This design comes from an exercise in tuning for a short achievable clock period and few clock cycles on the open sky130 flow, not from production work. Only simulation tests tie the RTL to the original design; equivalence was not proved. No activity file was given, so power comes from the tool's default toggle rates.

// fmrt_core
module fmrt_core (
    input             clk,
    input             rst,
    output     [31:0] imem_addr,
    input      [31:0] imem_rdata,
    output     [31:0] dmem_addr,
    input      [31:0] dmem_rdata,
    output            dmem_we,
    output     [31:0] dmem_wdata
);
Settings: LEC_CHECK=0, CAP_MARGIN=20, CORE_MARGIN=2, CORE_UTILIZATION=40, PLACE_DENSITY=0.6, SLEW_MARGIN=20; clock period 10.0 ns.
run.sh (not shown) runs the stock make flow with config.mk's settings and CLKGATE_MAP_FILE= SYNTH_SCRIPT=/design/flow/synth_recipe.tcl, a recipe that flattens the netlist after the stock synthesis.
Testbench counts at the start, summed over its fixed seeds: cycles 49,947.
==> next run, changes <==
- ABC_CLOCK_PERIOD_IN_PS: default -> 3000
- SETUP_SLACK_MARGIN: default -> 5
Effect: Combinational power goes up by about 2%; final cell count goes up by 0.53%; worst hold slack improved by 0.032 ns; critical path depth goes down by 8; final area goes up by 0.64%; via count goes up by 0.81%; total power is about the same; routed wire length is about the same; flip-flop and latch count stays the same; worst setup slack improved by 1.2 ns.

* * *

== v6 ==
fmrt_core, a different RTL version from the one above (not shown whole).
Size: roughly 9500 cells after synthesis, about 2400 flip-flops, about 160 I/O pins, roughly 120000 sq um of cells after synthesis.
Settings: LEC_CHECK=0, ABC_CLOCK_PERIOD_IN_PS=3000, CAP_MARGIN=20, CORE_MARGIN=2, CORE_UTILIZATION=30, PLACE_DENSITY=0.45, SETUP_SLACK_MARGIN=5, SLEW_MARGIN=20; clock period 10.0 ns.
standard.sh (not shown) runs the stock make flow with config.mk's settings and CLKGATE_MAP_FILE= SYNTH_SCRIPT=/design/flow/synth_recipe.tcl, a recipe that flattens the netlist after the stock synthesis.
==> flow/flow/run.sh <==
#!/bin/bash
set -euo pipefail
MARGIN=${MARGIN:-7}
sed -e "s/SETUP_SLACK_MARGIN=[0-9.]*/SETUP_SLACK_MARGIN=${MARGIN}/" standard.sh > standard_margin.sh
grep -q "SETUP_SLACK_MARGIN=${MARGIN}" standard_margin.sh
bash standard_margin.sh > flow_make.log 2>&1
Testbench counts of v6, summed over its fixed seeds: cycles 43,911.
Input changes introduced in v7 (baseline for comparison: v6):
# v6
export LEC_CHECK = 0
export ABC_CLOCK_PERIOD_IN_PS = 3000
export CAP_MARGIN = 20
export CORE_MARGIN = 2
export CORE_UTILIZATION = 30
export PLACE_DENSITY = 0.45
export SETUP_SLACK_MARGIN = 5
export SLEW_MARGIN = 20
create_clock -name core_clock -period 10.0 [get_ports {clk}]
# v7
export LEC_CHECK = 0
export ABC_CLOCK_PERIOD_IN_PS = 3000
export CAP_MARGIN = 20
export CORE_MARGIN = 2
export CORE_UTILIZATION = 40
export PLACE_DENSITY = 0.6
export SETUP_SLACK_MARGIN = 5
export SLEW_MARGIN = 20
create_clock -name core_clock -period 10.0 [get_ports {clk}]
Compared with v6, in v7 power per cell area barely changed, total detailed-routing wirelength dropped 5.4%, wire length of the first global-routing pass dropped about 4.3%, power dropped 320 uW.
Of the two values seen for slowest stage cell on the critical path, sky130_fd_sc_hd__nor4_1 was produced by v7 and sky130_fd_sc_hd__a2111oi_4 by v6.
v6 → v7: area share of buffers outside the clock network was more or less identical; via total after detailed routing shows an increase of 3193; tightest hold margin moved down; core utilization went up by 13 points.
v7 was carried through to the last stage, and its layout satisfied the timing, DRC and antenna checks.

* * *

Another version of the RTL of fmrt_core (not shown whole).
For scale: ~8800 cells after synthesis, roughly 2300 flip-flops, roughly 160 I/O pins, roughly 0.11 mm2 of cells after synthesis.
clock: 10.0 ns
lec_check: 0
abc_clock_period_in_ps: 3000
cap_margin: 20
core_margin: 2
core_utilization: 55
place_density: 0.7
setup_slack_margin: 5
slew_margin: 20
Scripts as last shown in full above: flow/flow/run.sh
Testbench counts at the start, summed over its fixed seeds: cycles 44,139.
==> next run, changes <==
Settings changed: CORE_UTILIZATION 55 to 40, PLACE_DENSITY 0.7 to 0.6.
Effect: Combinational power is higher by about 2%; fmax is lower by 0.91%; critical path depth is unchanged; wire length is lower by 3.8%; cell area is higher by 0.45%.

## what the ideal ports hide
How much do the figures lean on ideal ports? The routed layouts below were timed once more, with nothing changed but the port constraints.
Step 1 sets driving cells, clkbuf_16 on the clock port and buf_2 on the other inputs (assumed; they add their load-dependent delay and slew).
Step 2 times the ports against the registers' clock, not the clock port: input delays grow and output delays shrink by t, the midpoint of the rising clock arrivals with the driver on.
Three values: ideal ports, drivers, drivers and shift; two values: the first two.
| run | t (ns) | setup WS [ns] | latest minus earliest clock arrival (ns) |
|---|---|---|---|
| the first run of note 1 | 0.907 | 3.848 / 3.848 / 3.848 | 0.061 / 0.061 |
| the second run of note 1 | 0.901 | 5.041 / 5.096 / 4.218 | 0.059 / 0.059 |
| v6 | 1.006 | 5.974 / 5.974 / 5.676 | 0.151 / 0.151 |
| v7 | 0.999 | 6.132 / 6.132 / 5.757 | 0.122 / 0.122 |
| the first run of note 3 | 1.029 | 6.008 / 6.008 / 5.799 | 0.121 / 0.120 |
| the second run of note 3 | 1.020 | 5.971 / 5.971 / 5.756 | 0.116 / 0.116 |
After both steps every run listed still meets setup and hold. The setup slack of the second run of note 1, which loses most, moves by +0.055 ns with the drivers and by -0.823 ns with both steps.
